What follows belongs to an exercise in optimizing a design on an open flow for small area and a short achievable clock period; a production flow would make more cautious choices.
Where RTL was checked, it was by simulation tests only, not by an equivalence proof against the original.
Only the layout flow was run in run 1; the RTL was not checked for function there.

[design.v]
module divu8 (
    input  wire [7:0] n,
    input  wire [7:0] d,
    output wire [7:0] q,
    output wire [7:0] r
);
    wire hz7 = ~d[1] & ~d[2] & ~d[3] & ~d[4] & ~d[5] & ~d[6] & ~d[7];
    wire g7_0_0 = ~n[7] & d[0];
    wire p7_0_0 = ~(n[7] ^ d[0]);
    wire ge7 = hz7 & ~g7_0_0;
    assign q[7] = ge7;
    wire r7_0 = ge7 ? (n[7] ^ d[0] ^ 1'b0) : n[7];
    wire hz6 = ~d[2] & ~d[3] & ~d[4] & ~d[5] & ~d[6] & ~d[7];
    wire g6_0_0 = ~n[6] & d[0];
    wire p6_0_0 = ~(n[6] ^ d[0]);
    wire g6_1_0 = ~r7_0 & d[1];
    wire p6_1_0 = ~(r7_0 ^ d[1]);
    wire g6_1_1 = g6_1_0 | (p6_1_0 & g6_0_0);
    wire p6_1_1 = p6_1_0 & p6_0_0;
    wire ge6 = hz6 & ~g6_1_1;
    assign q[6] = ge6;
    wire r6_0 = ge6 ? (n[6] ^ d[0] ^ 1'b0) : n[6];
    wire r6_1 = ge6 ? (r7_0 ^ d[1] ^ g6_0_0) : r7_0;
    wire hz5 = ~d[3] & ~d[4] & ~d[5] & ~d[6] & ~d[7];
    wire g5_0_0 = ~n[5] & d[0];
    wire p5_0_0 = ~(n[5] ^ d[0]);
    wire g5_1_0 = ~r6_0 & d[1];
    wire p5_1_0 = ~(r6_0 ^ d[1]);
    wire g5_2_0 = ~r6_1 & d[2];
    wire p5_2_0 = ~(r6_1 ^ d[2]);
    wire g5_1_1 = g5_1_0 | (p5_1_0 & g5_0_0);
    wire p5_1_1 = p5_1_0 & p5_0_0;
    wire g5_2_2 = g5_2_0 | (p5_2_0 & g5_1_1);
    wire p5_2_2 = p5_2_0 & p5_1_1;
    wire ge5 = hz5 & ~g5_2_2;
    assign q[5] = ge5;
    wire r5_0 = ge5 ? (n[5] ^ d[0] ^ 1'b0) : n[5];
    wire r5_1 = ge5 ? (r6_0 ^ d[1] ^ g5_0_0) : r6_0;
    wire r5_2 = ge5 ? (r6_1 ^ d[2] ^ g5_1_1) : r6_1;
    wire hz4 = ~d[4] & ~d[5] & ~d[6] & ~d[7];
    wire g4_0_0 = ~n[4] & d[0];
    wire p4_0_0 = ~(n[4] ^ d[0]);
    wire g4_1_0 = ~r5_0 & d[1];
    wire p4_1_0 = ~(r5_0 ^ d[1]);
    wire g4_2_0 = ~r5_1 & d[2];
    wire p4_2_0 = ~(r5_1 ^ d[2]);
    wire g4_3_0 = ~r5_2 & d[3];
    wire p4_3_0 = ~(r5_2 ^ d[3]);
    wire g4_1_1 = g4_1_0 | (p4_1_0 & g4_0_0);
    wire p4_1_1 = p4_1_0 & p4_0_0;
    wire g4_3_1 = g4_3_0 | (p4_3_0 & g4_2_0);
    wire p4_3_1 = p4_3_0 & p4_2_0;
    wire g4_2_2 = g4_2_0 | (p4_2_0 & g4_1_1);
    wire p4_2_2 = p4_2_0 & p4_1_1;
    wire g4_3_2 = g4_3_1 | (p4_3_1 & g4_1_1);
    wire p4_3_2 = p4_3_1 & p4_1_1;
    wire ge4 = hz4 & ~g4_3_2;
    assign q[4] = ge4;
    wire r4_0 = ge4 ? (n[4] ^ d[0] ^ 1'b0) : n[4];
    wire r4_1 = ge4 ? (r5_0 ^ d[1] ^ g4_0_0) : r5_0;
    wire r4_2 = ge4 ? (r5_1 ^ d[2] ^ g4_1_1) : r5_1;
    wire r4_3 = ge4 ? (r5_2 ^ d[3] ^ g4_2_2) : r5_2;
    wire hz3 = ~d[5] & ~d[6] & ~d[7];
    wire g3_0_0 = ~n[3] & d[0];
    wire p3_0_0 = ~(n[3] ^ d[0]);
    wire g3_1_0 = ~r4_0 & d[1];
    wire p3_1_0 = ~(r4_0 ^ d[1]);
    wire g3_2_0 = ~r4_1 & d[2];
    wire p3_2_0 = ~(r4_1 ^ d[2]);
    wire g3_3_0 = ~r4_2 & d[3];
    wire p3_3_0 = ~(r4_2 ^ d[3]);
    wire g3_4_0 = ~r4_3 & d[4];
    wire p3_4_0 = ~(r4_3 ^ d[4]);
    wire g3_1_1 = g3_1_0 | (p3_1_0 & g3_0_0);
    wire p3_1_1 = p3_1_0 & p3_0_0;
    wire g3_3_1 = g3_3_0 | (p3_3_0 & g3_2_0);
    wire p3_3_1 = p3_3_0 & p3_2_0;
    wire g3_2_2 = g3_2_0 | (p3_2_0 & g3_1_1);
    wire p3_2_2 = p3_2_0 & p3_1_1;
    wire g3_3_2 = g3_3_1 | (p3_3_1 & g3_1_1);
    wire p3_3_2 = p3_3_1 & p3_1_1;
    wire g3_4_3 = g3_4_0 | (p3_4_0 & g3_3_2);
    wire p3_4_3 = p3_4_0 & p3_3_2;
    wire ge3 = hz3 & ~g3_4_3;
    assign q[3] = ge3;
    wire r3_0 = ge3 ? (n[3] ^ d[0] ^ 1'b0) : n[3];
    wire r3_1 = ge3 ? (r4_0 ^ d[1] ^ g3_0_0) : r4_0;
    wire r3_2 = ge3 ? (r4_1 ^ d[2] ^ g3_1_1) : r4_1;
    wire r3_3 = ge3 ? (r4_2 ^ d[3] ^ g3_2_2) : r4_2;
    wire r3_4 = ge3 ? (r4_3 ^ d[4] ^ g3_3_2) : r4_3;
    wire hz2 = ~d[6] & ~d[7];
    wire g2_0_0 = ~n[2] & d[0];
    wire p2_0_0 = ~(n[2] ^ d[0]);
    wire g2_1_0 = ~r3_0 & d[1];
    wire p2_1_0 = ~(r3_0 ^ d[1]);
    wire g2_2_0 = ~r3_1 & d[2];
    wire p2_2_0 = ~(r3_1 ^ d[2]);
    wire g2_3_0 = ~r3_2 & d[3];
    wire p2_3_0 = ~(r3_2 ^ d[3]);
    wire g2_4_0 = ~r3_3 & d[4];
    wire p2_4_0 = ~(r3_3 ^ d[4]);
    wire g2_5_0 = ~r3_4 & d[5];
    wire p2_5_0 = ~(r3_4 ^ d[5]);
    wire g2_1_1 = g2_1_0 | (p2_1_0 & g2_0_0);
    wire p2_1_1 = p2_1_0 & p2_0_0;
    wire g2_3_1 = g2_3_0 | (p2_3_0 & g2_2_0);
    wire p2_3_1 = p2_3_0 & p2_2_0;
    wire g2_5_1 = g2_5_0 | (p2_5_0 & g2_4_0);
    wire p2_5_1 = p2_5_0 & p2_4_0;
    wire g2_2_2 = g2_2_0 | (p2_2_0 & g2_1_1);
    wire p2_2_2 = p2_2_0 & p2_1_1;
    wire g2_3_2 = g2_3_1 | (p2_3_1 & g2_1_1);
    wire p2_3_2 = p2_3_1 & p2_1_1;
    wire g2_4_3 = g2_4_0 | (p2_4_0 & g2_3_2);
    wire p2_4_3 = p2_4_0 & p2_3_2;
    wire g2_5_3 = g2_5_1 | (p2_5_1 & g2_3_2);
    wire p2_5_3 = p2_5_1 & p2_3_2;
    wire ge2 = hz2 & ~g2_5_3;
    assign q[2] = ge2;
    wire r2_0 = ge2 ? (n[2] ^ d[0] ^ 1'b0) : n[2];
    wire r2_1 = ge2 ? (r3_0 ^ d[1] ^ g2_0_0) : r3_0;
    wire r2_2 = ge2 ? (r3_1 ^ d[2] ^ g2_1_1) : r3_1;
    wire r2_3 = ge2 ? (r3_2 ^ d[3] ^ g2_2_2) : r3_2;
    wire r2_4 = ge2 ? (r3_3 ^ d[4] ^ g2_3_2) : r3_3;
    wire r2_5 = ge2 ? (r3_4 ^ d[5] ^ g2_4_3) : r3_4;
    wire hz1 = ~d[7];
    wire g1_0_0 = ~n[1] & d[0];
    wire p1_0_0 = ~(n[1] ^ d[0]);
    wire g1_1_0 = ~r2_0 & d[1];
    wire p1_1_0 = ~(r2_0 ^ d[1]);
    wire g1_2_0 = ~r2_1 & d[2];
    wire p1_2_0 = ~(r2_1 ^ d[2]);
    wire g1_3_0 = ~r2_2 & d[3];
    wire p1_3_0 = ~(r2_2 ^ d[3]);
    wire g1_4_0 = ~r2_3 & d[4];
    wire p1_4_0 = ~(r2_3 ^ d[4]);
    wire g1_5_0 = ~r2_4 & d[5];
    wire p1_5_0 = ~(r2_4 ^ d[5]);
    wire g1_6_0 = ~r2_5 & d[6];
    wire p1_6_0 = ~(r2_5 ^ d[6]);
    wire g1_1_1 = g1_1_0 | (p1_1_0 & g1_0_0);
    wire p1_1_1 = p1_1_0 & p1_0_0;
    wire g1_3_1 = g1_3_0 | (p1_3_0 & g1_2_0);
    wire p1_3_1 = p1_3_0 & p1_2_0;
    wire g1_5_1 = g1_5_0 | (p1_5_0 & g1_4_0);
    wire p1_5_1 = p1_5_0 & p1_4_0;
    wire g1_2_2 = g1_2_0 | (p1_2_0 & g1_1_1);
    wire p1_2_2 = p1_2_0 & p1_1_1;
    wire g1_3_2 = g1_3_1 | (p1_3_1 & g1_1_1);
    wire p1_3_2 = p1_3_1 & p1_1_1;
    wire g1_6_2 = g1_6_0 | (p1_6_0 & g1_5_1);
    wire p1_6_2 = p1_6_0 & p1_5_1;
    wire g1_4_3 = g1_4_0 | (p1_4_0 & g1_3_2);
    wire p1_4_3 = p1_4_0 & p1_3_2;
    wire g1_5_3 = g1_5_1 | (p1_5_1 & g1_3_2);
    wire p1_5_3 = p1_5_1 & p1_3_2;
    wire g1_6_3 = g1_6_2 | (p1_6_2 & g1_3_2);
    wire p1_6_3 = p1_6_2 & p1_3_2;
    wire ge1 = hz1 & ~g1_6_3;
    assign q[1] = ge1;
    wire r1_0 = ge1 ? (n[1] ^ d[0] ^ 1'b0) : n[1];
    wire r1_1 = ge1 ? (r2_0 ^ d[1] ^ g1_0_0) : r2_0;
    wire r1_2 = ge1 ? (r2_1 ^ d[2] ^ g1_1_1) : r2_1;
    wire r1_3 = ge1 ? (r2_2 ^ d[3] ^ g1_2_2) : r2_2;
    wire r1_4 = ge1 ? (r2_3 ^ d[4] ^ g1_3_2) : r2_3;
    wire r1_5 = ge1 ? (r2_4 ^ d[5] ^ g1_4_3) : r2_4;
    wire r1_6 = ge1 ? (r2_5 ^ d[6] ^ g1_5_3) : r2_5;
    wire hz0 = 1'b1;
    wire g0_0_0 = ~n[0] & d[0];
    wire p0_0_0 = ~(n[0] ^ d[0]);
    wire g0_1_0 = ~r1_0 & d[1];
    wire p0_1_0 = ~(r1_0 ^ d[1]);
    wire g0_2_0 = ~r1_1 & d[2];
    wire p0_2_0 = ~(r1_1 ^ d[2]);
    wire g0_3_0 = ~r1_2 & d[3];
    wire p0_3_0 = ~(r1_2 ^ d[3]);
    wire g0_4_0 = ~r1_3 & d[4];
    wire p0_4_0 = ~(r1_3 ^ d[4]);
    wire g0_5_0 = ~r1_4 & d[5];
    wire p0_5_0 = ~(r1_4 ^ d[5]);
    wire g0_6_0 = ~r1_5 & d[6];
    wire p0_6_0 = ~(r1_5 ^ d[6]);
    wire g0_7_0 = ~r1_6 & d[7];
    wire p0_7_0 = ~(r1_6 ^ d[7]);
    wire g0_1_1 = g0_1_0 | (p0_1_0 & g0_0_0);
    wire p0_1_1 = p0_1_0 & p0_0_0;
    wire g0_3_1 = g0_3_0 | (p0_3_0 & g0_2_0);
    wire p0_3_1 = p0_3_0 & p0_2_0;
    wire g0_5_1 = g0_5_0 | (p0_5_0 & g0_4_0);
    wire p0_5_1 = p0_5_0 & p0_4_0;
    wire g0_7_1 = g0_7_0 | (p0_7_0 & g0_6_0);
    wire p0_7_1 = p0_7_0 & p0_6_0;
    wire g0_2_2 = g0_2_0 | (p0_2_0 & g0_1_1);
    wire p0_2_2 = p0_2_0 & p0_1_1;
    wire g0_3_2 = g0_3_1 | (p0_3_1 & g0_1_1);
    wire p0_3_2 = p0_3_1 & p0_1_1;
    wire g0_6_2 = g0_6_0 | (p0_6_0 & g0_5_1);
    wire p0_6_2 = p0_6_0 & p0_5_1;
    wire g0_7_2 = g0_7_1 | (p0_7_1 & g0_5_1);
    wire p0_7_2 = p0_7_1 & p0_5_1;
    wire g0_4_3 = g0_4_0 | (p0_4_0 & g0_3_2);
    wire p0_4_3 = p0_4_0 & p0_3_2;
    wire g0_5_3 = g0_5_1 | (p0_5_1 & g0_3_2);
    wire p0_5_3 = p0_5_1 & p0_3_2;
    wire g0_6_3 = g0_6_2 | (p0_6_2 & g0_3_2);
    wire p0_6_3 = p0_6_2 & p0_3_2;
    wire g0_7_3 = g0_7_2 | (p0_7_2 & g0_3_2);
    wire p0_7_3 = p0_7_2 & p0_3_2;
    wire ge0 = hz0 & ~g0_7_3;
    assign q[0] = ge0;
    wire r0_0 = ge0 ? (n[0] ^ d[0] ^ 1'b0) : n[0];
    wire r0_1 = ge0 ? (r1_0 ^ d[1] ^ g0_0_0) : r1_0;
    wire r0_2 = ge0 ? (r1_1 ^ d[2] ^ g0_1_1) : r1_1;
    wire r0_3 = ge0 ? (r1_2 ^ d[3] ^ g0_2_2) : r1_2;
    wire r0_4 = ge0 ? (r1_3 ^ d[4] ^ g0_3_2) : r1_3;
    wire r0_5 = ge0 ? (r1_4 ^ d[5] ^ g0_4_3) : r1_4;
    wire r0_6 = ge0 ? (r1_5 ^ d[6] ^ g0_5_3) : r1_5;
    wire r0_7 = ge0 ? (r1_6 ^ d[7] ^ g0_6_3) : r1_6;
    assign r = {r0_7, r0_6, r0_5, r0_4, r0_3, r0_2, r0_1, r0_0};
endmodule
module mul8lo (
    input  wire [7:0] a,
    input  wire [7:0] b,
    output wire [7:0] p
);
    wire [7:0] s [0:7];
    wire [8:0] c [0:7];
    genvar i, j;
    generate
        for (j = 0; j < 8; j = j + 1) begin : r0
            assign s[0][j] = a[j] & b[0];
        end
        assign c[0] = 9'd0;
        for (i = 1; i < 8; i = i + 1) begin : row
            for (j = 0; j < i; j = j + 1) begin : lo
                assign s[i][j] = s[i-1][j];
            end
            assign c[i][i:0] = {(i+1){1'b0}};
            for (j = i; j < 8; j = j + 1) begin : col
                wire x = s[i-1][j];
                wire y = c[i-1][j];
                wire z = a[j-i] & b[i];
                assign s[i][j]   = x ^ y ^ z;
                assign c[i][j+1] = (x & y) | (x & z) | (y & z);
            end
        end
    endgenerate
    assign p = s[7];
endmodule
module addsub8 (
    input  wire [7:0] a,
    input  wire [7:0] b,
    input  wire       sub,
    output wire [7:0] y
);
    wire [7:0] x = a ^ {8{sub}};
    wire [8:0] c;
    assign c[0] = sub;
    genvar j;
    generate
        for (j = 0; j < 8; j = j + 1) begin : bt
            assign y[j]   = b[j] ^ x[j] ^ c[j];
            assign c[j+1] = (b[j] & x[j]) | (b[j] & c[j]) | (x[j] & c[j]);
        end
    endgenerate
endmodule
module main (
    input wire clk,
    input wire rst,
    input wire [7:0] in,
    input wire [2:0] op,
    input wire apply,
    output wire [7:0] tail,
    output wire empty,
    output reg valid
);
    reg [7:0] q0, q1, q2, q3, q4;
    reg [5:0] s;     
    assign tail  = q0;
    assign empty = s[0];
    wire [7:0] a = ({8{s[2]}} & q1) | ({8{s[3]}} & q2) | ({8{s[4]}} & q3) | ({8{s[5]}} & q4);
    wire [7:0] b = ({8{s[2]}} & q0) | ({8{s[3]}} & q1) | ({8{s[4]}} & q2) | ({8{s[5]}} & q3);
    wire [7:0] quo, rem;
    divu8 u_div (.n(b), .d(a), .q(quo), .r(rem));
    wire       sub = op[2];
    wire [7:0] sum, prod;
    addsub8 u_as (.a(a), .b(b), .sub(sub), .y(sum));
    mul8lo u_mul (.a(a), .b(b), .p(prod));
    reg [7:0] res;
    always @* begin
        case (op)
            3'd0:    res = in;
            3'd3:    res = prod;
            3'd5:    res = quo;
            3'd6:    res = rem;
            default: res = sum;
        endcase
    end
    wire full = s[5];
    wire ge2  = ~s[0] & ~s[1];
    wire ge1  = ~s[0];
    wire bad = (op == 3'd7)
             | ((op == 3'd0) & full)
             | ((op == 3'd1) & ~ge1)
             | ((op != 3'd0) & (op != 3'd1) & ~ge2)
             | (((op == 3'd5) | (op == 3'd6)) & (a == 8'd0));
    always @(posedge clk) begin
        if (apply && op != 3'd1) begin
            q0 <= res;
            q1 <= q0;
            q2 <= q1;
            q3 <= q2;
            q4 <= q3;
        end
    end
    always @(posedge clk or posedge rst) begin
        if (rst) begin
            s     <= 6'd1;
            valid <= 1'b1;
        end else if (apply) begin
            if (op == 3'd0) s <= {s[4:0], 1'b0};
            else            s <= {1'b0, s[5:1]};
            if (bad) valid <= 1'b0;
        end
    end
endmodule
[run.sh]
#!/bin/bash
# synth_recipe.tcl (not shown) runs the flow's synth.tcl, then flattens the netlist and writes it again
# the make line also repeats each setting of config.mk as NAME=value (left out here)
make -C /OpenROAD-flow-scripts/flow DESIGN_CONFIG=/design/flow/config.mk WORK_HOME=/design/flow/orfs CLKGATE_MAP_FILE= SYNTH_SCRIPT=/design/flow/synth_recipe.tcl finish
[config.mk]
export PLATFORM = sky130hd
export DESIGN_NAME = main
export DESIGN_NICKNAME = main
export VERILOG_FILES = /design/flow/design.v
export SDC_FILE = /design/flow/constraint.sdc
export NUM_CORES = 4
export LEC_CHECK = 0
export ABC_AREA = 1
export CAP_MARGIN = 0
export CORE_MARGIN = 2
export CORE_UTILIZATION = 60
export SETUP_SLACK_MARGIN = 5
export SLEW_MARGIN = 0
export TNS_END_PERCENT = 10
[constraint.sdc]
create_clock -name core_clock -period 15.5 [get_ports {clk}]
set_input_delay 3.1000 -clock core_clock [delete_from_list [all_inputs] [get_ports {clk}]]
set_output_delay 3.1000 -clock core_clock [all_outputs]
set_load 0.01 [all_outputs]
==> impl_metrics.tcl, run 1 <==
set metrics [dict create \
    status "complete, no violations" \
    dr.pass1.iters 5 \
    timing.fmax_mhz 96.7 \
    dp_slack_ns 3.68 \
    cts.clk_slew.worst_paths_ns 0.09 \
    antenna_found_initial 0 \
    syn_area_sq_um 5020 \
    seq_area_frac_synth_pct 27.4 \
    wl_per_cell_um 18.5 \
    setup_violations 0 \
    post-dp-hpwl_um 9390 \
    critical_path.startpoint_type "flip-flop" \
    holdCritPathClass "reg2reg" \
    finalMaxSlewViolations 0 \
    syn-num-nets 658 \
    synth_cell_types 54 \
    relSlewSlack_pct 34.0 \
    final_cell_mix "nand2_1, buf_4, inv_1" \
    synthMuxAreaShare_pct 0 \
    final.period_utilization_pct 66.7 \
    overflow 0 \
    dieHeight_um 95.5 \
    fin_nets 766 \
    synthCells 565 \
    worstSkewPairLatency_ns 0.30 \
    synthXorXnorAreaFrac_pct 5.06 \
    grt_pass1_vias 4164 \
    grt_max_degree 34 \
    routed_wl_um 14500 \
    required_ns 15.53 \
    drv_cap 0 \
    initial_core_util_pct 61.4 \
    clock_skew_ns 0.0143 \
    yosys.area_share.simple_pct 23.5 \
    antenna-diode-count 0 \
    synth.ff_latch_count 47 \
    hold_viol 0 \
    synth-compound-area-share_pct 10.8 \
    via_per_inst 5.71 \
    num_rows 33 \
    grtUsageTotal_pct 30.2 \
    synthFlopType "edfxtp_1" \
    final_common_cell "nand2_1" \
    worst_setup_path_end_kind "flip-flop" \
    gp_congestion 0.929 \
    finalSetupTns_ns 0 \
    core_sq_um 8180 \
    critical_path.most_common_cell "fa_2" \
    cts_tree "yes" \
    yosys_warnings 2 \
    path_class "reg2reg" \
    fp.dieArea_sq_um 9120 \
    cts_root_buffer "clkbuf_8" \
    cts.sinks 47 \
    slowest_stage "dfrtp_4" \
    grt_pass1_wl_um 20800 \
    critPathMaxStageDelay_ns 0.51 \
    drt-initial-drc-count 254 \
    vias 4450 \
    synthToLayoutAreaGrowth_pct 30.7 \
    layout-drive-gt1-share_pct 35.0 \
    postLayoutSetupSlackWorst_ns 5.16 \
    synth_fa_ha_area_share_pct 25.4 \
    die_w_um 95.5 \
    period_needed_ns 10.34 \
    rsz0062_at_grt "yes" \
    synth_top_family_by_area "adder cells" \
    clk_path_buf_depth 2 \
    htree_levels 2 \
    io_buffer_count 23 \
    route.detailed.drc 0 \
    worstPathArrival_ns 10.37 \
    tightest_slew_ns 0.982 \
    cts_hold_buf 0 \
    ys_async_sr_fraction_pct 14.9 \
    synth.avg_cell_area_sq_um 8.89 \
    synth_edf_count 40 \
    ant_nets 0 \
    ios 24 \
    worstPathMaxFanout 8 \
    cts_made_buffers 5 \
]
==> critical path, delay by kind of cell (launching register included) <==
family                     cells  cell delay, ns
AOI/OAI and AO/OA             21            3.16
adders and majority gates     10            2.92
buffers and inverters          8            0.66
DFF                            1            0.51
and+or+nand+nor               20            2.78
==> sequential cells by signal, indices dropped and copies added (netlist names) <==
register	cells
s	6
q3	8
valid	1
q4	8
q0	8
q1	8
q2	8
==> through the flow <==
stage	hold slack (ns)	instances	area [sq um]	utilization (%)
floorplan	0.426	565	5050	-
global placement	0.435	683	5350	65.5
detailed placement	0.445	683	5350	65.5
CTS	0.465	733	5840	71.5
global route	0.474	779	6570	80.3
finish	0.470	779	6570	80.3
==> cell usage after synthesis, types with 7 or more instances <==
library cell	n	share of area (%)
a22o_1	12	2.1
inv_2	8	0.60
o21ai_2	7	1.2
xnor2_1	12	2.1
inv_1	74	5.5
edfxtp_1	40	24
a21oi_1	13	1.3
ha_1	41	10
nand2_1	121	9.0
nand3_1	17	1.7
nor2_1	40	3.0
nand2_2	15	1.9
nand4_1	8	1.0
o21ai_0	11	1.1
fa_1	38	15
xor2_1	17	3.0
==> path summary, 6_finish.rpt <==
kind / slack [ns] / startpoint / depth (start not counted) / end
min: 0.47 / q1[0] / 0 / q2[0]
max reg2reg: 5.16 / s[2] / 59 / q0[5]
min in group asynchronous: 3.04 / rst / 2 / s[5]
max in group asynchronous: 12.17 / rst / 2 / valid
min reg2reg: 0.47 / q1[0] / 0 / q2[0]
max: 5.16 / s[2] / 59 / q0[5]
==> metal layers <==
metal	vias up	routed length, um	GRT usage [%]
met1	2188	5770	39.1
met4	0	509	11.3
li1	2064	-	-
met2	159	7420	52.1
met3	39	754	3.48
met5	-	0	0
==> final cells by class <==
| type | instances | area, sq um |
|---|---|---|
| Timing Repair Buffer | 113 | 938 |
| Clock buffer | 7 | 86.3 |
| Sequential cell | 47 | 1390 |
| Clock inverter | 1 | 5.00 |
| Fill cell | 520 | 1610 |
| Timing Repair inverter | 1 | 7.51 |
| Inverter | 83 | 337 |
| Multi-Input combinational cell | 422 | 3680 |
| Tap cell | 105 | 131 |
==> logic make-up (layout without fill, tap and decap cells) <==
logic type / Yosys count / count (layout)
flip-flops: 47 / 47
AND/OR/NAND/NOR: 238 / 238
adder cells (fa/ha/maj): 79 / 79
XOR/XNOR: 29 / 29
buffers and inverters: 96 / 205
AO/OA/AOI/OAI: 76 / 76
==> timing repair <==
item	CTS	global route
pin swaps	13	61
endpoints found under the setup margin	8	8
resized for setup	32	94
buffers inserted	42	45
cloned	0	1
==> run 2, diff against run 1 <==
--- a/design.v
+++ b/design.v
@@ -275,11 +275,18 @@
     output reg valid
 );
     reg [7:0] q0, q1, q2, q3, q4;
-    reg [5:0] s;     
+    reg [2:0] c;     
     assign tail  = q0;
-    assign empty = s[0];
-    wire [7:0] a = ({8{s[2]}} & q1) | ({8{s[3]}} & q2) | ({8{s[4]}} & q3) | ({8{s[5]}} & q4);
-    wire [7:0] b = ({8{s[2]}} & q0) | ({8{s[3]}} & q1) | ({8{s[4]}} & q2) | ({8{s[5]}} & q3);
+    assign empty = (c == 3'd0);
+    reg [7:0] a, b;
+    always @* begin
+        case ({c[2], c[0]})
+            2'd0: begin a = q1; b = q0; end
+            2'd1: begin a = q2; b = q1; end
+            2'd2: begin a = q3; b = q2; end
+            default: begin a = q4; b = q3; end
+        endcase
+    end
     wire [7:0] quo, rem;
     divu8 u_div (.n(b), .d(a), .q(quo), .r(rem));
     wire       sub = op[2];
@@ -296,9 +303,9 @@
             default: res = sum;
         endcase
     end
-    wire full = s[5];
-    wire ge2  = ~s[0] & ~s[1];
-    wire ge1  = ~s[0];
+    wire full = c[2] & c[0];
+    wire ge2  = c[2] | c[1];
+    wire ge1  = c != 3'd0;
     wire bad = (op == 3'd7)
              | ((op == 3'd0) & full)
              | ((op == 3'd1) & ~ge1)
@@ -315,11 +322,11 @@
     end
     always @(posedge clk or posedge rst) begin
         if (rst) begin
-            s     <= 6'd1;
+            c     <= 3'd0;
             valid <= 1'b1;
         end else if (apply) begin
-            if (op == 3'd0) s <= {s[4:0], 1'b0};
-            else            s <= {1'b0, s[5:1]};
+            if (op == 3'd0) c <= c + 3'd1;
+            else            c <= c - 3'd1;
             if (bad) valid <= 1'b0;
         end
     end
--- a/config.mk
+++ b/config.mk
@@ -5,7 +5,6 @@
 export SDC_FILE = /design/flow/constraint.sdc
 export NUM_CORES = 4
 export LEC_CHECK = 0
-export ABC_AREA = 1
 export CAP_MARGIN = 0
 export CORE_MARGIN = 2
 export CORE_UTILIZATION = 60
==> run 2 against run 1 <==
- flip-flop and latch count is 3 lower
- die area is 3.4% lower
- fmax is 9.5% lower
- core utilization is 2.8 points lower
- area after synthesis is 3.6% lower
- routed wire length is 3.7% lower
- critical path type unchanged
==> impl_metrics.tcl, run 2 <==
set metrics [dict create \
    finalMaxSlewViolations 0 \
    synthTopCellsByCount "inv_1, ha_1, edfxtp_1" \
    synth_area_leaders "edfxtp_1, fa_1, ha_1" \
    vias 3933 \
    postLayoutSetupSlackWorst_ns 4.08 \
    final.period_utilization_pct 73.7 \
    ant_nets 0 \
    worstPathArrival_ns 11.48 \
    cts.clk_slew.worst_paths_ns 0.09 \
    synth_edf_count 40 \
    path_buf_inv 4 \
    drv_cap 0 \
    gp_congestion 0.865 \
    wl_per_cell_um 22.3 \
    htree_levels 2 \
    synth_most_common_cell "inv_1" \
    synthFlopType "edfxtp_1" \
    cts.sinks 44 \
    fillers 535 \
    ys_async_sr_fraction_pct 9.09 \
    setup_violations 0 \
    grt_pass1_wl_um 21100 \
    final_common_cell "buf_4" \
    tightest_slew_ns 0.870 \
    routed_wl_um 13900 \
    synthCells 452 \
    synth.top_cell.area_share_pct 24.8 \
    num_rows 32 \
    syn-num-nets 546 \
    grtUsageTotal_pct 31.8 \
    via_per_inst 6.30 \
    path_class "reg2reg" \
    cts_root_buffer "clkbuf_8" \
    grt_pass1_vias 3909 \
    die_w_um 93.9 \
    fp.dieArea_sq_um 8810 \
    seq_area_frac_synth_pct 26.9 \
    initial_core_util_pct 62.4 \
    postLayoutCellArea_sq_um 6020 \
    synth.avg_cell_area_sq_um 10.7 \
    clk_path_buf_depth 2 \
    cp_top_family "compound AO/OA/AOI/OAI gates" \
    critPathMaxStageDelay_ns 0.58 \
    dp_slack_ns 2.68 \
    crit_cells 47 \
    antenna_found_initial 0 \
    grt_max_degree 27 \
    synth.ff_latch_count 44 \
    synth_cell_types 57 \
    clock_skew_ns 0.0103 \
    route.detailed.drc 0 \
    period_needed_ns 11.42 \
    cts_made_buffers 5 \
    core_sq_um 7770 \
    worst_setup_path_end_kind "flip-flop" \
    syn_area_sq_um 4840 \
    relSlewSlack_pct 41.8 \
    post-dp-hpwl_um 9170 \
    worstPathMaxFanout 6 \
    ios 24 \
    worstSkewPairLatency_ns 0.30 \
    dr.pass1.iters 5 \
    rr_worst_depth 47 \
    critical_path.startpoint_type "flip-flop" \
    multi_input_area_sq_um 3580 \
    critical_path.most_common_cell "fa_2" \
    holdCritPathClass "reg2reg" \
    required_ns 15.56 \
    synthToLayoutAreaGrowth_pct 24.4 \
    min_path_cells 0 \
    regArea_sq_um 1310 \
    layout-drive-gt1-share_pct 28.0 \
    status "complete, no violations" \
    cts_tree "yes" \
    overflow 0 \
    slowest_stage "mux4_2" \
    dieHeight_um 93.9 \
    io_buffer_count 23 \
    drt-initial-drc-count 372 \
    placed_area_sq_um 5360 \
    hold_viol 0 \
    timing.fmax_mhz 87.6 \
    final_cell_mix "buf_4, inv_1, edfxtp_1" \
    fin_nets 615 \
    synth_top_cell_by_area "edfxtp_1" \
    yosys_warnings 2 \
    rsz0062_at_grt "yes" \
    finalSetupTns_ns 0 \
    cts_hold_buf 0 \
    antenna-diode-count 0 \
]
[run 2: cell count changes after synthesis, moves of 9 or more]
cell | before | now
a22o_1 | 12 | 0
inv_1 | 74 | 46
mux2_2 | 0 | 9
mux4_2 | 0 | 10
nand2_1 | 121 | 37
nand2_2 | 15 | 0
nor2_1 | 40 | 26
[run 2: metrics by stage]
step                hold slack (ns)  std cells  util [%]
detailed placement            0.456        560      69.0
floorplan                     0.432        452         -
CTS                           0.484        601      74.4
global route                  0.500        624      77.6
global placement              0.451        560      69.0
finish                        0.484        624      77.6
[run 2: final cells by class]
class,count,share of cell area (%)
inverter,46,2.91
sequential,44,21.7
timing repair buffer,81,12.0
multi-input combinational,343,59.4
clock inverter,3,0.706
tap,102,2.12
clock buffer,5,1.14
[run 2: repair_timing]
action                     4_1_cts  5_1_grt
gates resized for setup         17       14
pin swaps                       13       39
gates cloned                     0        1
setup endpoints to repair        8        8
buffers inserted                33       22
[run 2: path summary, 6_finish.rpt]
path                        from    end  slack [ns]
setup / recovery            c[2]  q0[6]        4.08
hold / removal             q0[6]  q1[6]        0.48
setup reg to reg            c[2]  q0[6]        4.08
hold reg to reg            q0[6]  q1[6]        0.48
max in group asynchronous    rst  valid       12.27
min in group asynchronous    rst   c[2]        2.99
[run 2: worst register-to-register path: cells and delay by family, from the launching register on]
family	cells	cell delay, ns
AO/OA/AOI/OAI	17	3.15
adder cells (fa/ha/maj)	9	2.93
AND/OR/NAND/NOR	10	2.15
multiplexers	7	2.10
flip-flops	1	0.45
buffers and inverters	4	0.39
[run 2: routing by layer]
| layer | global-route usage [%] | vias up | share of wire, % |
|---|---|---|---|
| li1 | - | 1745 | - |
| met1 | 44.7 | 1982 | 41 |
| met2 | 51.3 | 184 | 48 |
| met3 | 6.50 | 22 | 8.4 |
| met4 | 7.25 | 0 | 2.3 |
| met5 | 0 | - | 0 |
[run 2: kinds of logic after synthesis]
logic type,count (synthesis),synth area share [%]
compound gates,84,11.4
mux,34,12.0
fa+ha+maj,80,26.7
simple gates,110,11.1
flops,44,26.9
xor+xnor,35,6.33
buf+inv,65,5.60
==> run 3, diff against run 2 <==
--- a/config.mk
+++ b/config.mk
@@ -5,9 +5,10 @@
 export SDC_FILE = /design/flow/constraint.sdc
 export NUM_CORES = 4
 export LEC_CHECK = 0
+export ABC_AREA = 1
 export CAP_MARGIN = 0
 export CORE_MARGIN = 2
 export CORE_UTILIZATION = 60
-export SETUP_SLACK_MARGIN = 5
+export SETUP_SLACK_MARGIN = 4
 export SLEW_MARGIN = 0
 export TNS_END_PERCENT = 10
==> run 3 against run 2 <==
- fmax is 3.0% higher
- critical endpoint is now q0[4]
- register-to-register slack improved by 0.33 ns
- design area is 3.0% lower
- final cell count grew 16%
- area after synthesis down 0.39%
- clock-buffer cell count stayed put
- first-iteration DRC count down 35%
- largest cell class unchanged
- still clean
- clock skew is 0.0040 ns lower
==> impl_metrics.tcl, run 3 <==
set metrics [dict create \
    status "complete, no violations" \
    slowest_stage "dfrtp_2" \
    placed_area_sq_um 5150 \
    seq_area_frac_synth_pct 27.0 \
    clk_path_buf_depth 2 \
    antenna_found_initial 0 \
    vias 4198 \
    synth_most_common_cell "nand2_1" \
    synth_top_family_by_area "adder cells" \
    period_needed_ns 11.09 \
    synthToLayoutAreaGrowth_pct 21.1 \
    synth_top_cell_by_area "edfxtp_1" \
    cts_made_buffers 5 \
    worstSkewPairLatency_ns 0.30 \
    final.period_utilization_pct 71.5 \
    setup_violations 0 \
    antenna-diode-count 0 \
    relSlewSlack_pct 45.1 \
    overflow 0 \
    synth.ff_latch_count 44 \
    synthFlopType "edfxtp_1" \
    htree_levels 2 \
    ios 24 \
    synthXorXnorAreaFrac_pct 5.63 \
    dieHeight_um 93.7 \
    initial_core_util_pct 62.1 \
    timing.fmax_mhz 90.2 \
    rsz0062_at_grt "no" \
    final_common_cell "nand2_1" \
    synth_edf_count 40 \
    grtUsageTotal_pct 31.5 \
    cts.clk_slew.worst_paths_ns 0.08 \
    cts_tree "yes" \
    synth.avg_cell_area_sq_um 8.76 \
    finalMaxSlewViolations 0 \
    layout.cells.non_filler 726 \
    synthTopCellsByCount "nand2_1, inv_1, ha_1" \
    worst_setup_path_end_kind "flip-flop" \
    synth_area_leaders "edfxtp_1, fa_1, ha_1" \
    critPathMaxStageDelay_ns 0.48 \
    synth_fa_ha_area_share_pct 26.8 \
    holdWs_ns 0.456 \
    drt-initial-drc-count 243 \
    dr.pass1.iters 6 \
    synthMuxAreaShare_pct 0 \
    layout-drive-gt1-share_pct 23.6 \
    gp_congestion 0.915 \
    synth.top_cell.area_share_pct 24.9 \
    route.detailed.drc 0 \
    wl_per_cell_um 18.4 \
    cts.sinks 44 \
    ys_async_sr_fraction_pct 9.09 \
    path_class "reg2reg" \
    worstPathArrival_ns 11.13 \
    die_w_um 93.7 \
    holdCritPathClass "reg2reg" \
    final_cell_mix "nand2_1, inv_1, buf_4" \
    fin_nets 717 \
    routed_wl_um 13300 \
    fp.dieArea_sq_um 8780 \
    via_per_inst 5.78 \
    postLayoutCellArea_sq_um 5850 \
    yosys_warnings 2 \
    hold_viol 0 \
    cts_root_buffer "clkbuf_8" \
    post-dp-hpwl_um 9610 \
    core_sq_um 7770 \
    yosys.area_share.simple_pct 21.9 \
    syn_area_sq_um 4830 \
    syn-num-nets 645 \
    finalSetupTns_ns 0 \
    synth-compound-area-share_pct 11.2 \
    fillers 577 \
    critical_path.startpoint_type "flip-flop" \
    io_buffer_count 23 \
    cts_hold_buf 0 \
    grt_max_degree 38 \
    clock_skew_ns 0.00629 \
    ant_nets 0 \
    drv_cap 0 \
    grt_pass1_vias 4191 \
    critical_path.most_common_cell "a21oi_2" \
    placedCellCount 669 \
    required_ns 15.55 \
    grt_pass1_wl_um 21200 \
    worstPathMaxFanout 8 \
    num_rows 32 \
    synthCells 551 \
    synth_cell_types 47 \
    tightest_slew_ns 0.817 \
]
[run 3: path summary, 6_finish.rpt]
check	to	depth (start not counted)	startpoint	slack, ns
min in group asynchronous	c[0]	2	rst	2.99
hold / removal	q2[2]	0	q1[2]	0.46
setup / recovery	q0[4]	59	c[2]	4.41
hold reg to reg	q2[2]	0	q1[2]	0.46
max in group asynchronous	valid	2	rst	12.28
setup reg to reg	q0[4]	59	c[2]	4.41
[run 3: worst max-delay path, delay by kind of cell, from the launching register on]
kind	cells	cell delay (ns)
adders and majority gates	10	3.25
and+or+nand+nor	23	3.19
AOI/OAI and AO/OA	20	3.12
buffers and inverters	6	0.82
DFF	1	0.48
[run 3: timing repair]
action                     in CTS  in global routing
cloned                          0                  1
resized for setup              36                 37
setup endpoints to repair       8                  8
setup buffers                  24                 24
pin swaps                       9                 22
[run 3: cells by family (layout without fill, tap and decap cells)]
logic type                 Yosys count  count (layout)
AOI/OAI and AO/OA                   85              85
adders and majority gates           80              80
DFF                                 44              44
buffers and inverters               86             159
and+or+nand+nor                    225             225
xor gates and xnor gates            31              31
[run 3: cell type report]
cell class                      instances  area, sq um  area share [%]
Multi-Input combinational cell        421         3340            57.1
Inverter                               74          317            5.42
Timing Repair Buffer                   76          643            11.0
Clock inverter                          3         37.5           0.642
Timing Repair inverter                  1         5.00          0.0856
Clock buffer                            5         68.8            1.18
Sequential cell                        44         1310            22.4
Tap cell                              102          128            2.18
[run 3: metrics by stage]
stage	setup slack, ns	util [%]
after floorplan	4.09	-
after global placement	2.67	66.3
after detailed placement	2.21	66.3
after CTS	4.03	71.9
after global routing	3.86	75.3
final	4.41	75.3
[run 3: layer usage]
metal / part of all wire, % / up-vias / track usage, %
met5: 0 / - / 0
met4: 4.8 / 0 / 16.5
met3: 4.8 / 47 / 2.97
met2: 49 / 184 / 52.2
met1: 41 / 1998 / 41.2
li1: - / 1969 / -
==> run 4, diff against run 3 <==
==> flow/run.sh (new file) <==
#!/bin/bash
MARGIN=$(cat flow/margin.txt)
sed "s/SETUP_SLACK_MARGIN=[0-9.]*/SETUP_SLACK_MARGIN=$MARGIN/" standard.sh > standard_margin.sh
bash standard_margin.sh > standard.log 2>&1
==> flow/margin.txt (new file) <==
6.5
==> standard.sh (new file) <==
#!/bin/bash
# synth_recipe.tcl (not shown) runs the flow's synth.tcl, then flattens the netlist and writes it again
# the make line also repeats each setting of config.mk as NAME=value (left out here)
make -C /OpenROAD-flow-scripts/flow DESIGN_CONFIG=/design/flow/config.mk WORK_HOME=/design/flow/orfs CLKGATE_MAP_FILE= SYNTH_SCRIPT=/design/flow/synth_recipe.tcl "${@:-finish}"
--- a/config.mk
+++ b/config.mk
@@ -9,6 +9,6 @@
 export CAP_MARGIN = 0
 export CORE_MARGIN = 2
 export CORE_UTILIZATION = 60
-export SETUP_SLACK_MARGIN = 4
+export SETUP_SLACK_MARGIN = 5
 export SLEW_MARGIN = 0
 export TNS_END_PERCENT = 10
removed: run.sh
==> run 4 against run 3 <==
- still clean
- first-iteration DRC count up 49%
- flip-flop and latch count did not move
- sequential share of layout area shrank 0.31 points
- register-to-register slack better by 0.64 ns
- area after synthesis unchanged
- clock skew about the same
- clock-buffer cell count is 1 higher
- largest cell class unchanged
==> impl_metrics.tcl, run 4 <==
set metrics [dict create \
    status "complete, no violations" \
    core_sq_um 7770 \
    clk_path_buf_depth 2 \
    overflow 0 \
    synth_area_leaders "edfxtp_1, fa_1, ha_1" \
    gp_congestion 0.946 \
    dieHeight_um 93.7 \
    postLayoutSetupSlackWorst_ns 5.05 \
    initial_core_util_pct 62.1 \
    wl_met1_um 5360 \
    yosys_warnings 2 \
    critical_path.startpoint_type "flip-flop" \
    dp_slack_ns 3.42 \
    slowest_stage "dfrtp_4" \
    critical_path.most_common_cell "fa_2" \
    post-dp-hpwl_um 9690 \
    crit_end "q0[0]" \
    antenna_found_initial 0 \
    synthTopCellsByCount "nand2_1, inv_1, ha_1" \
    synth_edf_count 40 \
    timing.rr.start "c[0]" \
    die_w_um 93.7 \
    rsz0062_at_grt "yes" \
    worst_setup_path_end_kind "flip-flop" \
    grt_max_degree 38 \
    relSlewSlack_pct 43.5 \
    cts_tree "yes" \
    clock_skew_ns 0.00599 \
    final_common_cell "nand2_1" \
    period_needed_ns 10.45 \
    syn-num-nets 645 \
    final.period_utilization_pct 67.4 \
    synthFlopType "edfxtp_1" \
    required_ns 15.54 \
    ys_async_sr_fraction_pct 9.09 \
    drt-initial-drc-count 361 \
    setup_violations 0 \
    final_cell_mix "nand2_1, inv_1, buf_4" \
    grtUsageTotal_pct 32.9 \
    cts_made_buffers 5 \
    worstSkewPairLatency_ns 0.30 \
    critPathMaxStageDelay_ns 0.57 \
    via_per_inst 5.81 \
    cts_root_buffer "clkbuf_8" \
    cts.clk_slew.worst_paths_ns 0.08 \
    layout-drive-gt1-share_pct 25.4 \
    r2r_end "q0[0]" \
    seq_area_frac_synth_pct 27.0 \
    ant_nets 0 \
    syn_area_sq_um 4830 \
    cts_hold_buf 0 \
    hold_viol 0 \
    finalMaxSlewViolations 0 \
    tightest_slew_ns 0.842 \
    maxUsedRoutingLayer "met4" \
    timing.fmax_mhz 95.7 \
    grt_pass1_wl_um 22000 \
    num_rows 32 \
    worstPathArrival_ns 10.48 \
    synth.ff_latch_count 44 \
    path_class "reg2reg" \
    rr_worst_depth 60 \
    synth_cell_types 47 \
    r2r_setup_slack_ns 5.05 \
    wl_met3_um 696 \
    finalSetupTns_ns 0 \
    htree_levels 2 \
    routed_wl_um 13200 \
    startpoint "c[0]" \
    ios 24 \
    synth_top_cell_by_area "edfxtp_1" \
    synth.top_cell.area_share_pct 24.9 \
    fin_nets 712 \
    wl_met2_um 6570 \
    drv_cap 0 \
    fp.dieArea_sq_um 8780 \
    io_buffer_count 23 \
    cts.sinks 44 \
    synth_most_common_cell "nand2_1" \
    route.detailed.drc 0 \
    vias 4189 \
    antenna-diode-count 0 \
    grt_pass1_vias 4371 \
    synthToLayoutAreaGrowth_pct 22.8 \
    dr.pass1.iters 7 \
    worstPathMaxFanout 10 \
    synthCells 551 \
    synth.avg_cell_area_sq_um 8.76 \
    wl_per_cell_um 18.4 \
    holdCritPathClass "reg2reg" \
]
run 4: cell counts after synthesis:
No cell type changed its count.
run 4: cell type report:
type | instances | area, sq um
clock buffer | 6 | 72.6
clock inverter | 2 | 35.0
fill | 564 | 1840
inverter | 74 | 300
multi-input combinational | 421 | 3470
sequential | 44 | 1310
tap | 102 | 128
timing repair buffer | 72 | 612
run 4: layer usage:
layer | up-vias | track usage [%]
li1 | 1949 | -
met1 | 1999 | 42.1
met2 | 200 | 55.6
met3 | 41 | 3.29
met4 | 0 | 16.3
met5 | - | 0
run 4: critical path: cells and delay by family, from the launching register on:
family / cells / cell delay (ns)
buffers and inverters: 5 / 0.53
and+or+nand+nor: 22 / 2.46
AOI/OAI and AO/OA: 24 / 3.48
adders and majority gates: 9 / 3.12
DFF: 1 / 0.57
run 4: per-stage QoR:
step	area, sq um	utilization, %	std cells	hold slack [ns]
finish	5930	76.3	721	0.463
global route	5930	76.3	721	0.485
CTS	5920	76.2	721	0.468
detailed placement	5360	69.0	669	0.448
global placement	5360	69.0	669	0.432
floorplan	5060	-	551	0.426
run 4: worst min-delay path by stage:
stage	endpoint	slack [ns]	depth (start not counted)	from
2_1_floorplan	q2[0]	0.43	0	q1[0]
3_3_place_gp	q2[0]	0.43	0	q1[0]
3_5_place_dp	q2[0]	0.45	0	q1[0]
4_1_cts	q2[0]	0.47	0	q1[0]
5_1_grt	q2[0]	0.49	0	q1[0]
6_report	q2[0]	0.46	0	q1[0]
run 4: timing repair:
item / CTS / global route
gates resized for setup: 28 / 2
setup buffers: 44 / 0
pin swaps: 30 / 0
endpoints found under the setup margin: 8 / 8
run 4: kinds of logic after synthesis:
family	after synthesis	synth area share, %
flip-flops	44	27.0
XOR/XNOR	31	5.63
adder cells (fa/ha/maj)	80	26.8
AND/OR/NAND/NOR	225	21.9
buffers and inverters	86	7.47
AO/OA/AOI/OAI	85	11.2
==> run 5, diff against run 4 <==
==> run.sh (new file) <==
#!/bin/bash
# synth_recipe.tcl (not shown) runs the flow's synth.tcl, then flattens the netlist and writes it again
# the make line also repeats each setting of config.mk as NAME=value (left out here)
make -C /OpenROAD-flow-scripts/flow DESIGN_CONFIG=/design/flow/config.mk WORK_HOME=/design/flow/orfs CLKGATE_MAP_FILE= SYNTH_SCRIPT=/design/flow/synth_recipe.tcl finish
--- a/config.mk
+++ b/config.mk
@@ -8,7 +8,7 @@
 export ABC_AREA = 1
 export CAP_MARGIN = 0
 export CORE_MARGIN = 2
-export CORE_UTILIZATION = 60
+export CORE_UTILIZATION = 50
 export SETUP_SLACK_MARGIN = 5
 export SLEW_MARGIN = 0
 export TNS_END_PERCENT = 10
removed: flow/run.sh
removed: flow/margin.txt
removed: standard.sh
==> run 5 against run 4 <==
- still clean
- flip-flop and latch count did not move
- routed wire length grew 7.6%
- die area grew 19%
- non-clock buffer count rose by 18
- critical path depth is 2 higher
- fmax down 1.9%
- design area grew 4.2%
==> impl_metrics.tcl, run 5 <==
set metrics [dict create \
    status "complete, no violations" \
    timing.rr.start "c[2]" \
    timing.fmax_mhz 93.9 \
    worstPathArrival_ns 10.70 \
    synth_most_common_cell "nand2_1" \
    ys_async_sr_fraction_pct 9.09 \
    hold_viol 0 \
    cts_made_buffers 5 \
    cts.clk_slew.worst_paths_ns 0.09 \
    final.period_utilization_pct 68.7 \
    grt_max_degree 36 \
    grtUsageTotal_pct 27.9 \
    cts_hold_buf 0 \
    ios 24 \
    via_per_inst 5.51 \
    yosys_warnings 2 \
    route.detailed.drc 0 \
    overflow 0 \
    required_ns 15.54 \
    drv_cap 0 \
    fin_nets 730 \
    synth_top_cell_by_area "edfxtp_1" \
    syn_area_sq_um 4830 \
    clk_path_buf_depth 2 \
    holdCritPathClass "reg2reg" \
    setup_violations 0 \
    final_common_cell "nand2_1" \
    relSlewSlack_pct 42.2 \
    synth_cell_types 47 \
    startpoint "c[2]" \
    synth.ff_latch_count 44 \
    layout-drive-gt1-share_pct 29.8 \
    synthCells 551 \
    antenna_found_initial 0 \
    initial_core_util_pct 52.0 \
    synthTopCellsByCount "nand2_1, inv_1, ha_1" \
    synthToLayoutAreaGrowth_pct 28.0 \
    finalMaxSlewViolations 0 \
    cts_tree "yes" \
    min-delay-start "q1[2]" \
    synth.top_cell.area_share_pct 24.9 \
    antenna-diode-count 0 \
    period_needed_ns 10.65 \
    drt-initial-drc-count 279 \
    path_class "reg2reg" \
    critical_path.startpoint_type "flip-flop" \
    postLayoutCellArea_sq_um 6180 \
    dr.pass1.iters 6 \
    dp_slack_ns 3.20 \
    clock_skew_ns 0.0130 \
    critPathMaxStageDelay_ns 0.51 \
    io_buffer_count 23 \
    core_sq_um 9280 \
    ant_nets 0 \
    grt_pass1_wl_um 22000 \
    postLayoutSetupSlackWorst_ns 4.85 \
    worst_setup_path_end_kind "flip-flop" \
    synth_area_leaders "edfxtp_1, fa_1, ha_1" \
    slowest_stage "dfrtp_2" \
    rsz0062_at_grt "yes" \
    worstSkewPairLatency_ns 0.30 \
    fp.dieArea_sq_um 10500 \
    grt_pass1_vias 4254 \
    worstPathMaxFanout 8 \
    dieHeight_um 102 \
    finalSetupTns_ns 0 \
    final_cell_mix "nand2_1, inv_1, buf_4" \
    htree_levels 2 \
    cts_root_buffer "clkbuf_8" \
    gp_congestion 0.907 \
    cts.sinks 44 \
    placed_area_sq_um 5310 \
    post-dp-hpwl_um 10300 \
    num_rows 35 \
    wl_per_cell_um 18.6 \
    seq_area_frac_synth_pct 27.0 \
    die_w_um 102 \
    holdWs_ns 0.446 \
    synthFlopType "edfxtp_1" \
    synth_edf_count 40 \
    syn-num-nets 645 \
    synth.avg_cell_area_sq_um 8.76 \
    tightest_slew_ns 0.860 \
    vias 4219 \
    routed_wl_um 14200 \
]
## run 5: cell counts after synthesis
No cell type changed its count.
## run 5: timing repair
action / CTS / global route
setup buffers: 47 / 15
endpoints found under the setup margin: 8 / 8
resized for setup: 42 / 46
pin swaps: 21 / 43
cloned: 0 / 0
## run 5: area by class of cell
cell class / instances / area (sq um)
clock buffers: 6 / 72.6
clock inverters: 2 / 35.0
fillers: 769 / 3110
inverters: 74 / 303
multi-input cells: 421 / 3510
flip-flops and latches: 44 / 1310
well taps: 129 / 161
repair buffers: 90 / 788
## run 5: logic make-up after synthesis
logic type | count (synthesis) | synth area share (%)
and+or+nand+nor | 225 | 21.9
buffers and inverters | 86 | 7.47
AOI/OAI and AO/OA | 85 | 11.2
adders and majority gates | 80 | 26.8
DFF | 44 | 27.0
xor gates and xnor gates | 31 | 5.63
## run 5: final timing paths
kind / to / slack (ns) / depth (start not counted)
worst min-delay path: q2[2] / 0.45 / 0
min in group asynchronous: c[0] / 2.99 / 2
worst max-delay path: q0[2] / 4.85 / 62
max in group asynchronous: valid / 12.28 / 2
worst max register to register: q0[2] / 4.85 / 62
worst min register to register: q2[2] / 0.45 / 0
## run 5: worst max-delay path: cells and delay by family (launching register included)
kind | cells | cell delay, ns
buffers and inverters | 6 | 0.73
flip-flops | 1 | 0.51
adder cells (fa/ha/maj) | 9 | 3.07
AND/OR/NAND/NOR | 24 | 2.72
AO/OA/AOI/OAI | 23 | 3.36
## run 5: through the flow
stage	std cells	utilization (%)
after floorplan	551	-
after global placement	696	57.2
after detailed placement	696	57.2
after CTS	751	63.8
after global routing	766	66.5
final	766	66.5
## run 5: metal layers
metal / track usage (%) / share of wire [%] / vias up
li1: - / - / 1989
met1: 34.6 / 41 / 2028
met2: 49.0 / 50 / 154
met3: 2.67 / 5.0 / 48
met4: 13.3 / 4.2 / 0
met5: 0 / 0 / -
==> run 6, diff against run 5 <==
--- a/config.mk
+++ b/config.mk
@@ -8,7 +8,7 @@
 export ABC_AREA = 1
 export CAP_MARGIN = 0
 export CORE_MARGIN = 2
-export CORE_UTILIZATION = 50
+export CORE_UTILIZATION = 68
 export SETUP_SLACK_MARGIN = 5
 export SLEW_MARGIN = 0
 export TNS_END_PERCENT = 10
==> run 6 against run 5 <==
- highest routed layer unchanged
- largest cell class unchanged
- area after synthesis did not move
- worst setup slack got worse by 0.12 ns
- sequential share of layout area rose by 1.1 points
==> impl_metrics.tcl, run 6 <==
set metrics [dict create \
    status "complete, no violations" \
    final.period_utilization_pct 69.5 \
    vias 4440 \
    finalSetupTns_ns 0 \
    synth_edf_count 40 \
    route.detailed.drc 0 \
    wl_met3_um 1160 \
    grtUsageTotal_pct 36.9 \
    synth.top_cell.area_share_pct 24.9 \
    via_per_inst 6.19 \
    grt_pass1_vias 4417 \
    routed_wl_um 13900 \
    ys_async_sr_fraction_pct 9.09 \
    tightest_slew_ns 0.799 \
    period_needed_ns 10.77 \
    htree_levels 2 \
    placed_area_sq_um 5260 \
    wl_met2_um 6890 \
    overflow 0 \
    holdCritPathClass "reg2reg" \
    cts_made_buffers 5 \
    synth_top_cell_by_area "edfxtp_1" \
    finalCoreUtilization_pct 85.9 \
    r2r_setup_slack_ns 4.73 \
    drv_cap 0 \
    path_buf_inv 5 \
    min_path_cells 0 \
    antenna-diode-count 0 \
    critPathMaxStageDelay_ns 0.54 \
    crit_cells 60 \
    synthToLayoutAreaGrowth_pct 21.5 \
    cts_hold_buf 0 \
    syn-num-nets 645 \
    postLayoutCellArea_sq_um 5870 \
    synth.avg_cell_area_sq_um 8.76 \
    worstPathArrival_ns 10.83 \
    relSlewSlack_pct 46.3 \
    timing.fmax_mhz 92.8 \
    core_sq_um 6830 \
    min-delay-start "q1[2]" \
    drt-initial-drc-count 351 \
    synth.ff_latch_count 44 \
    syn_area_sq_um 4830 \
    io_buffer_count 23 \
    holdWs_ns 0.476 \
    synth_cell_types 47 \
    rr_worst_depth 60 \
    clk_path_buf_depth 2 \
    worstSkewPairLatency_ns 0.30 \
    synthCells 551 \
    fp.dieArea_sq_um 7790 \
    synthTopCellsByCount "nand2_1, inv_1, ha_1" \
    post-dp-hpwl_um 9850 \
    path_class "reg2reg" \
    final_common_cell "nand2_1" \
    ant_nets 0 \
    rsz0062_at_grt "yes" \
    critical_path.startpoint_type "flip-flop" \
    slowest_stage "dfrtp_4" \
    grt_pass1_wl_um 21600 \
    synth_most_common_cell "nand2_1" \
    dieHeight_um 88.2 \
    die_w_um 88.2 \
    initial_core_util_pct 70.6 \
    gp_congestion 0.960 \
    grt_max_degree 27 \
    finalMaxSlewViolations 0 \
    cp_top_family "compound AO/OA/AOI/OAI gates" \
    synth_area_leaders "edfxtp_1, fa_1, ha_1" \
    wl_met1_um 4940 \
    hold_viol 0 \
    num_rows 30 \
    maxUsedRoutingLayer "met4" \
    cts.clk_slew.worst_paths_ns 0.09 \
    cts.sinks 44 \
    worstPathMaxFanout 10 \
    dr.pass1.iters 6 \
    r2r_end "q0[2]" \
    fin_nets 714 \
    setup_violations 0 \
    clock_skew_ns 0.00654 \
    layout-drive-gt1-share_pct 26.1 \
    synthFlopType "edfxtp_1" \
    required_ns 15.56 \
    timing.rr.start "c[0]" \
    wl_per_cell_um 19.4 \
    antenna_found_initial 0 \
    final_cell_mix "nand2_1, inv_1, buf_4" \
    yosys_warnings 2 \
    seq_area_frac_synth_pct 27.0 \
    ios 24 \
    worst_setup_path_end_kind "flip-flop" \
    cts_tree "yes" \
    cts_root_buffer "clkbuf_8" \
    holdPathEnd "q2[2]" \
]
run 6: worst register-to-register path, delay by kind of cell, from the launching register on:
family / cells / cell delay, ns
and+or+nand+nor: 25 / 2.95
buffers and inverters: 5 / 0.60
DFF: 1 / 0.54
adders and majority gates: 9 / 3.16
AOI/OAI and AO/OA: 21 / 3.31
run 6: routing by layer:
layer  vias to the layer above  track usage [%]
met3                        97             5.78
met4                         0             20.2
met5                         -                0
met1                      2104             43.8
li1                       1954                -
met2                       285             64.1
run 6: cell families after synthesis:
family / count (synthesis) / synth area share (%)
flip-flops: 44 / 27.0
AND/OR/NAND/NOR: 225 / 21.9
adder cells (fa/ha/maj): 80 / 26.8
XOR/XNOR: 31 / 5.63
AO/OA/AOI/OAI: 85 / 11.2
buffers and inverters: 86 / 7.47
run 6: final cells by class:
class | count | area (sq um)
well taps | 96 | 120
inverters | 74 | 303
clock buffers | 5 | 68.8
fillers | 386 | 966
repair buffers | 74 | 619
multi-input cells | 421 | 3430
flip-flops and latches | 44 | 1310
clock inverters | 3 | 18.8
run 6: repair_timing:
action                                  CTS  global route
cloned                                    0             0
buffers inserted                         37            10
endpoints found under the hold margin     0             0
endpoints found under the setup margin    8             8
resized for setup                        25            25
pin swaps                                16            17
run 6: worst max path at each step:
stage,endpoint,startpoint,slack [ns]
floorplan,q0[0],c[0],5.01
global placement,q0[0],c[0],3.71
detailed placement,q0[0],c[0],3.34
CTS,q0[0],c[0],5.01
global route,q0[4],c[2],4.21
finish,q0[2],c[0],4.73
run 6: through the flow:
step / cells / worst slack (ns)
6_report: 717 / 4.73
5_1_grt: 717 / 4.21
4_1_cts: 707 / 5.01
3_5_place_dp: 662 / 3.34
3_3_place_gp: 662 / 3.71
2_1_floorplan: 551 / 5.01
==> run 7, diff against run 6 <==
--- a/config.mk
+++ b/config.mk
@@ -8,7 +8,7 @@
 export ABC_AREA = 1
 export CAP_MARGIN = 0
 export CORE_MARGIN = 2
-export CORE_UTILIZATION = 68
+export CORE_UTILIZATION = 60
 export SETUP_SLACK_MARGIN = 5
 export SLEW_MARGIN = 0
 export TNS_END_PERCENT = 10
==> run 7 against run 6 <==
- global-route usage down 3.1 points
- first-iteration DRC count is 8.0% higher
- still clean
- flip-flop and latch count did not move
- non-clock buffer count fell by 3
==> impl_metrics.tcl, run 7 <==
set metrics [dict create \
    cts.clk_slew.worst_paths_ns 0.08 \
    overflow 0 \
    cts_tree "yes" \
    finalCoreUtilization_pct 75.3 \
    postLayoutSetupSlackWorst_ns 4.79 \
    grt_max_degree 22 \
    worstSkewPairLatency_ns 0.30 \
    htree_levels 2 \
    dr.pass1.iters 5 \
    holdWs_ns 0.446 \
    synthCells 551 \
    synth.ff_latch_count 44 \
    period_needed_ns 10.71 \
    ant_nets 0 \
    fillers 571 \
    worst_setup_path_end_kind "flip-flop" \
    critical_path.most_common_cell "fa_2" \
    grt_pass1_vias 4384 \
    path_buf_inv 9 \
    synth_area_leaders "edfxtp_1, fa_1, ha_1" \
    core_sq_um 7770 \
    cts.sinks 44 \
    synthFlopType "edfxtp_1" \
    synth_top_cell_by_area "edfxtp_1" \
    finalSetupTns_ns 0 \
    wl_met3_um 842 \
    grt_pass1_wl_um 22600 \
    dp_slack_ns 3.19 \
    ys_async_sr_fraction_pct 9.09 \
    via_per_inst 5.87 \
    grtUsageTotal_pct 33.9 \
    synth_edf_count 40 \
    critical_path.startpoint_type "flip-flop" \
    final_cell_mix "nand2_1, inv_1, buf_4" \
    num_rows 32 \
    seq_area_frac_synth_pct 27.0 \
    layout-drive-gt1-share_pct 23.9 \
    drv_cap 0 \
    critPathMaxStageDelay_ns 0.53 \
    tightest_slew_ns 0.872 \
    fin_nets 712 \
    wl_met2_um 7040 \
    rsz0062_at_grt "yes" \
    cp_top_family "adder cells" \
    antenna-diode-count 0 \
    clk_path_buf_depth 2 \
    vias 4230 \
    synth_most_common_cell "nand2_1" \
    wl_per_cell_um 19.4 \
    synth_cell_types 47 \
    synth.top_cell.area_share_pct 24.9 \
    timing.fmax_mhz 93.4 \
    post-dp-hpwl_um 10200 \
    syn_area_sq_um 4830 \
    status "complete, no violations" \
    dieHeight_um 93.7 \
    clock_skew_ns 0.0111 \
    routed_wl_um 14000 \
    synth.avg_cell_area_sq_um 8.76 \
    antenna_found_initial 0 \
    relSlewSlack_pct 41.4 \
    holdCritPathClass "reg2reg" \
    synthTopCellsByCount "nand2_1, inv_1, ha_1" \
    syn-num-nets 645 \
    worstPathArrival_ns 10.76 \
    io_buffer_count 23 \
    gp_congestion 0.944 \
    cts_made_buffers 5 \
    final.period_utilization_pct 69.1 \
    wl_met1_um 5400 \
    ios 24 \
    setup_violations 0 \
    path_class "reg2reg" \
    cts_root_buffer "clkbuf_8" \
    synthToLayoutAreaGrowth_pct 21.2 \
    fp.dieArea_sq_um 8780 \
    hold_viol 0 \
    initial_core_util_pct 62.1 \
    required_ns 15.55 \
    maxUsedRoutingLayer "met4" \
    drt-initial-drc-count 379 \
    yosys_warnings 2 \
    slowest_stage "dfrtp_4" \
    postLayoutCellArea_sq_um 5850 \
    finalMaxSlewViolations 0 \
    route.detailed.drc 0 \
    worstPathMaxFanout 12 \
    placed_area_sq_um 5270 \
    final_common_cell "nand2_1" \
    die_w_um 93.7 \
]
==> run 7: path summary, 6_finish.rpt <==
path                       cells past startpoint  slack [ns]   from    end
setup / recovery                              64        4.79   c[0]  q0[4]
hold / removal                                 0        0.45  q1[2]  q2[2]
setup reg to reg                              64        4.79   c[0]  q0[4]
hold reg to reg                                0        0.45  q1[2]  q2[2]
max in group asynchronous                      2       12.31    rst  valid
min in group asynchronous                      2        2.96    rst   c[1]
==> run 7: repair_timing <==
| action | CTS | global route |
|---|---|---|
| setup buffers | 44 | 0 |
| hold buffers | 0 | 0 |
| pin swaps | 35 | 0 |
| resized for setup | 42 | 0 |
| setup endpoints to repair | 8 | 8 |
| gates cloned | 1 | 0 |
| hold endpoints to repair | 0 | 0 |
==> run 7: through the flow <==
| step | instances |
|---|---|
| floorplan | 551 |
| global placement | 668 |
| detailed placement | 668 |
| CTS | 721 |
| global route | 721 |
| finish | 721 |
==> run 7: cell families after synthesis <==
| family | Yosys count | synth area share (%) |
|---|---|---|
| AND/OR/NAND/NOR | 225 | 21.9 |
| buffers and inverters | 86 | 7.47 |
| AO/OA/AOI/OAI | 85 | 11.2 |
| adder cells (fa/ha/maj) | 80 | 26.8 |
| flip-flops | 44 | 27.0 |
| XOR/XNOR | 31 | 5.63 |
==> run 7: metal layers <==
metal	global-route usage, %	vias to the layer above
li1	-	1954
met1	42.4	2005
met2	58.9	215
met3	3.13	56
met4	16.2	0
met5	0	-
==> run 7: worst register-to-register path, delay by kind of cell (launching register included) <==
family                   cells  cell delay (ns)
AO/OA/AOI/OAI               20             2.81
adder cells (fa/ha/maj)      9             3.16
buffers and inverters        9             0.96
flip-flops                   1             0.53
AND/OR/NAND/NOR             26             3.04
==> run 7: cell type report <==
cell class                      instances  area [sq um]  area share (%)
Tap cell                              102           128            2.18
Inverter                               74           298            5.09
Clock inverter                          2          35.0           0.599
Sequential cell                        44          1310            22.4
Multi-Input combinational cell        422          3410            58.4
Clock buffer                            6          72.6            1.24
Timing Repair Buffer                   71           593            10.1

## what the ideal ports hide
In the flow no input, the clock included, has a driving cell. The finished layouts below were timed again as built, in two steps.
Step 1: set_driving_cell puts a clkbuf_16 on clk and a buf_2 on each other input, an assumption about the parent block.
Step 2 times the ports against the registers' clock, not the clock port: input delays grow and output delays shrink by t, the midpoint of the rising clock arrivals with the driver on.
Slacks: ideal / step 1 / step 2; pairs: ideal / step 1.
| run | t, ns | setup WS [ns] | worst slew at a driven data input, ns |
|---|---|---|---|
| run 1 | 0.322 | 5.164 / 5.164 / 5.164 | 0.04 |
| run 2 | 0.319 | 4.083 / 4.083 / 4.083 | 0.04 |
| run 3 | 0.325 | 4.414 / 4.414 / 4.414 | 0.03 |
| run 4 | 0.322 | 5.054 / 5.054 / 5.054 | 0.03 |
| run 5 | 0.318 | 4.847 / 4.847 / 4.847 | 0.04 |
| run 6 | 0.326 | 4.730 / 4.730 / 4.730 | 0.04 |
| run 7 | 0.326 | 4.792 / 4.792 / 4.792 | 0.04 |
After both steps every run listed still meets setup and hold.
